Source: an optimization exercise on an open RTL-to-GDS flow (aim: small area, a short achievable clock period and few clock cycles per item). Production flows keep margins and buffers that such runs may drop.
Where RTL was checked, it was by simulation tests only, not by an equivalence proof against the original.

==> run P <==
==> flow/design.v <==
`timescale 1 ns / 100 ps
module register_file (ra, rd, wa, wd, we, clk, rstb);
  input clk, rstb, we;
  input [3:0] ra, wa;
  input [15:0] wd;
  output [15:0] rd;
  reg [15:0] regs [0:15];
  reg [15:0] written;
  always @(posedge clk, negedge rstb)
    if (!rstb) written <= 16'h0000;
    else if (we) written[wa] <= 1'b1;
  always @(posedge clk)
    if (we) regs[wa] <= wd;
  function [15:0] init_val(input integer k);
    init_val = (k == 15) ? 16'hffff : (k == 14) ? 16'hfff8 : (16'h0001 << k);
  endfunction
  wire [15:0] sel = 16'h0001 << ra;
  reg [15:0] r;
  integer k;
  always @* begin
    r = 16'h0000;
    for (k = 0; k < 16; k = k + 1)
      r = r | ({16{sel[k] & written[k]}} & regs[k])
            | ({16{sel[k] & ~written[k]}} & init_val(k));
  end
  assign rd = r;
endmodule
module addk (x, add1, add4, sub3, y);
  input [15:0] x;
  input add1, add4, sub3;
  output [15:0] y;
  wire a01 = x[1] & x[0];
  wire lo = add1 | sub3;             
  assign y[0] = x[0] ^ lo;
  assign y[1] = x[1] ^ (lo & x[0]);
  wire up = (add1 & a01) | add4;     
  wire dn = sub3 & ~a01;             
  genvar i;
  generate for (i = 2; i < 16; i = i + 1) begin : g
    wire p, z;
    if (i == 2) begin
      assign p = 1'b1; assign z = 1'b1;
    end else begin
      assign p = &x[i-1:2];
      assign z = ~|x[i-1:2];
    end
    assign y[i] = x[i] ^ ((up & p) | (dn & z));
  end endgenerate
endmodule
`timescale 1 ns / 100 ps
module ee457_lab7_P3 (CLK,RSTB,IMEM_ADDR,IMEM_DATA,WB_WRITE,WB_RA,WB_RD);
input CLK,RSTB;
output [5:0] IMEM_ADDR;
input [31:0] IMEM_DATA;
output reg WB_WRITE;
output reg [3:0] WB_RA;
output reg [15:0] WB_RD;
reg [5:0] pc;
assign IMEM_ADDR = pc;
always @(posedge CLK, negedge RSTB)
  if (!RSTB) pc <= 6'd0;
  else pc <= pc + 6'd1;
wire [3:0] rx = IMEM_DATA[3:0];
wire [15:0] rf_rd;
register_file RF (.ra(rx), .rd(rf_rd), .wa(WB_RA), .wd(WB_RD), .we(WB_WRITE),
                  .clk(CLK), .rstb(RSTB));
reg ex_v, ex_add1, ex_add4, ex_sub3;
reg [3:0] ex_rd;
reg [15:0] ex_a;
wire [15:0] ex_y;
wire hz  = ex_v && ex_rd == rx;        
wire byp = WB_WRITE && WB_RA == rx;    
always @(posedge CLK, negedge RSTB)
  if (!RSTB) ex_v <= 1'b0;
  else ex_v <= |IMEM_DATA[31:28];
always @(posedge CLK) begin
  ex_a    <= hz ? ex_y : byp ? WB_RD : rf_rd;
  ex_add1 <= IMEM_DATA[28];
  ex_add4 <= IMEM_DATA[29];
  ex_sub3 <= IMEM_DATA[30];
  ex_rd   <= IMEM_DATA[7:4];
end
addk AK (.x(ex_a), .add1(ex_add1), .add4(ex_add4), .sub3(ex_sub3), .y(ex_y));
always @(posedge CLK, negedge RSTB)
  if (!RSTB) WB_WRITE <= 1'b0;
  else WB_WRITE <= ex_v;
always @(posedge CLK) begin
  WB_RD <= ex_y;
  WB_RA <= ex_rd;
end
endmodule
==> flow/flow/run.sh <==
#!/bin/bash
# Layout flow: the standard ORFS flow (standard.sh) with these changes:
#  - ADDER_MAP_FILE empty: Yosys does not extract half/full adder cells, so
#    ABC maps all the combinational logic (registers are unchanged);
#  - DONT_USE_CELLS: the platform's list plus the slow 3/4-input OR/NOR
#    cells listed in flow/dont_use_extra.txt;
#  - MATCH_CELL_FOOTPRINT=0: timing repair may resize a gate to any cell of
#    the same function, not only one of the same footprint.
# The make output goes to run_make.log in this folder; ORFS's own per-step
# logs are under orfs/logs/.
set -uo pipefail
here=$(cd "$(dirname "$0")" && pwd)
base="$(grep -o 'sky130_fd_sc_hd__[a-z0-9_]*' "$FLOW_HOME/platforms/sky130hd/config.mk" | grep -e probe -e lpflow | tr '\n' ' ')"
extra="$(tr '\n' ' ' < "$here/dont_use_extra.txt")"
bash standard.sh ADDER_MAP_FILE= MATCH_CELL_FOOTPRINT=0 "DONT_USE_CELLS=$base $extra" finish > run_make.log 2>&1
status=$?
tail -n 40 run_make.log
exit $status
==> flow/flow/dont_use_extra.txt <==
sky130_fd_sc_hd__or4_1
sky130_fd_sc_hd__or4_2
sky130_fd_sc_hd__or4_4
sky130_fd_sc_hd__or4b_1
sky130_fd_sc_hd__or4b_2
sky130_fd_sc_hd__or4b_4
sky130_fd_sc_hd__or4bb_1
sky130_fd_sc_hd__or4bb_2
sky130_fd_sc_hd__or4bb_4
sky130_fd_sc_hd__nor4_1
sky130_fd_sc_hd__nor4_2
sky130_fd_sc_hd__nor4_4
sky130_fd_sc_hd__nor4b_1
sky130_fd_sc_hd__nor4b_2
sky130_fd_sc_hd__nor4b_4
sky130_fd_sc_hd__nor4bb_1
sky130_fd_sc_hd__nor4bb_2
sky130_fd_sc_hd__nor4bb_4
sky130_fd_sc_hd__or3_1
sky130_fd_sc_hd__or3_2
sky130_fd_sc_hd__or3_4
sky130_fd_sc_hd__or3b_1
sky130_fd_sc_hd__or3b_2
sky130_fd_sc_hd__or3b_4
==> flow/standard.sh <==
#!/bin/bash
# synth_recipe.tcl (not shown) runs the flow's synth.tcl, then flattens the netlist and writes it again
# the make line also repeats each setting of config.mk as NAME=value (left out here)
make -C /OpenROAD-flow-scripts/flow DESIGN_CONFIG=/design/flow/config.mk WORK_HOME=/design/flow/orfs CLKGATE_MAP_FILE= SYNTH_SCRIPT=/design/flow/synth_recipe.tcl "${@:-finish}"
==> flow/config.mk <==
export PLATFORM = sky130hd
export DESIGN_NAME = ee457_lab7_P3
export DESIGN_NICKNAME = ee457_lab7_P3
export VERILOG_FILES = /design/flow/design.v
export SDC_FILE = /design/flow/constraint.sdc
export NUM_CORES = 4
export LEC_CHECK = 0
export ABC_CLOCK_PERIOD_IN_PS = 1500
export CAP_MARGIN = 20
export CORE_MARGIN = 2
export CORE_UTILIZATION = 65
export CTS_CLUSTER_DIAMETER = 80
export CTS_CLUSTER_SIZE = 25
export SETUP_SLACK_MARGIN = 1.4
export SLEW_MARGIN = 20
==> flow/constraint.sdc <==
create_clock -name core_clock -period 3.0 [get_ports {CLK}]
set_input_delay 0.6000 -clock core_clock [delete_from_list [all_inputs] [get_ports {CLK}]]
set_output_delay 0.6000 -clock core_clock [all_outputs]
set_load 0.01 [all_outputs]
==> inputs of run Z, as changes to run P <==
==> flow/design.v, changed modules only <==
module register_file (we, wd, regs_flat, clk);
  input clk;
  input [15:0] we;
  input [15:0] wd;
  output [255:0] regs_flat;
  reg [15:0] regs [0:15];
  integer j;
  always @(posedge clk)
    for (j = 0; j < 16; j = j + 1)
      if (we[j]) regs[j] <= wd;
  genvar k;
  generate for (k = 0; k < 16; k = k + 1) begin : g
    assign regs_flat[16*k +: 16] = regs[k];
  end endgenerate
endmodule
module ee457_lab7_P3 (CLK,RSTB,IMEM_ADDR,IMEM_DATA,WB_WRITE,WB_RA,WB_RD);
input CLK,RSTB;
output [5:0] IMEM_ADDR;
input [31:0] IMEM_DATA;
output reg WB_WRITE;
output reg [3:0] WB_RA;
output reg [15:0] WB_RD;
reg [15:0] wb_we;
wire [255:0] regs_flat;
register_file RF (.we(wb_we), .wd(WB_RD), .regs_flat(regs_flat), .clk(CLK));
function [15:0] init_val(input integer k);
  init_val = (k == 15) ? 16'hffff : (k == 14) ? 16'hfff8 : (16'h0001 << k);
endfunction
reg [5:0] pc;
assign IMEM_ADDR = pc;
always @(posedge CLK, negedge RSTB)
  if (!RSTB) pc <= 6'd0;
  else pc <= pc + 6'd1;
reg id_v, ex_v;
reg [3:0] id_rd, ex_rd;
wire [3:0] if_rx = IMEM_DATA[3:0];
wire [15:0] if_sel = 16'h0001 << if_rx;
reg [15:0] written;
wire [15:0] ex_dec = ex_v ? (16'h0001 << ex_rd) : 16'h0000;
always @(posedge CLK, negedge RSTB)
  if (!RSTB) written <= 16'h0000;
  else written <= written | ex_dec;
wire if_hz  = id_v && id_rd == if_rx;             
wire if_byp = ex_v && ex_rd == if_rx && !if_hz;   
wire if_use = written[if_rx];
wire if_rf  = !if_hz && !if_byp;
reg id_add1, id_add4, id_sub3;
reg id_hz, id_byp, id_init;
reg [15:0] id_sel;    
reg [3:0] id_rx;
always @(posedge CLK, negedge RSTB)
  if (!RSTB) id_v <= 1'b0;
  else id_v <= |IMEM_DATA[31:28];
always @(posedge CLK) begin
  id_add1 <= IMEM_DATA[28];
  id_add4 <= IMEM_DATA[29];
  id_sub3 <= IMEM_DATA[30];
  id_rd   <= IMEM_DATA[7:4];
  id_rx   <= if_rx;
  id_hz   <= if_hz;
  id_byp  <= if_byp;
  id_init <= if_rf && !if_use;
  id_sel  <= if_sel & written & {16{if_rf}};
end
reg [15:0] rd_val;
integer k;
always @* begin
  rd_val = 16'h0000;
  for (k = 0; k < 16; k = k + 1)
    rd_val = rd_val | ({16{id_sel[k]}} & regs_flat[16*k +: 16]);
end
wire [15:0] ex_y;
wire [15:0] id_x = ({16{id_hz}} & ex_y) | ({16{id_byp}} & WB_RD) | rd_val
                 | ({16{id_init}} & init_val(id_rx));
reg ex_add1, ex_add4, ex_sub3;
reg [15:0] ex_a;
always @(posedge CLK, negedge RSTB)
  if (!RSTB) ex_v <= 1'b0;
  else ex_v <= id_v;
always @(posedge CLK) begin
  ex_a    <= id_x;
  ex_add1 <= id_add1; ex_add4 <= id_add4; ex_sub3 <= id_sub3;
  ex_rd   <= id_rd;
end
addk AK (.x(ex_a), .add1(ex_add1), .add4(ex_add4), .sub3(ex_sub3), .y(ex_y));
always @(posedge CLK, negedge RSTB)
  if (!RSTB) WB_WRITE <= 1'b0;
  else WB_WRITE <= ex_v;
always @(posedge CLK) begin
  WB_RD <= ex_y;
  WB_RA <= ex_rd;
  wb_we <= ex_dec;    
end
endmodule
--- a/flow/config.mk
+++ b/flow/config.mk
@@ -11,5 +11,6 @@
 export CORE_UTILIZATION = 65
 export CTS_CLUSTER_DIAMETER = 80
 export CTS_CLUSTER_SIZE = 25
+export GPL_TIMING_DRIVEN = 1
 export SETUP_SLACK_MARGIN = 1.4
 export SLEW_MARGIN = 20
==> run notes <==
- Fillers: between 700 and 800
- Synth cell count leaders: edfxtp_1, a22oi_1, dfxtp_1
- FFs w/ async S/R, synth: 0.0743
- Status: complete, no violations
- Worst slew margin: 0.660
- Share of cells above drive strength 1: 0.411
- Crit path to: ex_a[5]
- Met1 Usage GRT: 0.533
- Core region area: 0.0185 mm2
- Mapped Area: between 0.01 and 0.015 mm2
the above is filed under run P

==> run notes <==
- Share of cells above drive strength 1: 0.235
- Met1 Usage GRT: 0.481
- Core region area: ~0.020 mm2
- FFs w/ async S/R, synth: 0.0676
- I/O Buffers: 40
- Synth cell count leaders: edfxtp_1, dfxtp_1, a22oi_1
- Status: complete, no violations
- Crit path to: ex_a[10]
the above is filed under run Z

Testbench counts of run Z, summed over its fixed seeds: cycles 12,384, instrs 11,636.
No functional check of the RTL was part of run P.

re-timing with driven ports:
The flow's constraints put no driver on any port. The routed layouts listed below were extracted and timed again, unchanged, in two steps. Step 1 sets driving cells, clkbuf_16 on the clock port and buf_2 on the other inputs (assumed; they add their load-dependent delay and slew). Step 2 times the ports against the registers' clock, not the clock port: input delays grow and output delays shrink by t, the midpoint of the rising clock arrivals with the driver on. Slacks: no drivers / after step 1 / after step 2; pairs: no drivers / after step 1.
| run | t, ns | setup WS [ns] | worst register clock-pin slew, ns |
|---|---|---|---|
| run P | 0.549 | 1.089 / 1.092 / 0.543 | 0.11 / 0.11 |
| run Z | 0.554 | 1.325 / 1.279 / 0.955 | 0.10 / 0.10 |
After both steps every run listed still meets setup and hold. For run P, which loses most, drivers alone change the setup slack by +0.003 ns; drivers and shift together by -0.546 ns.
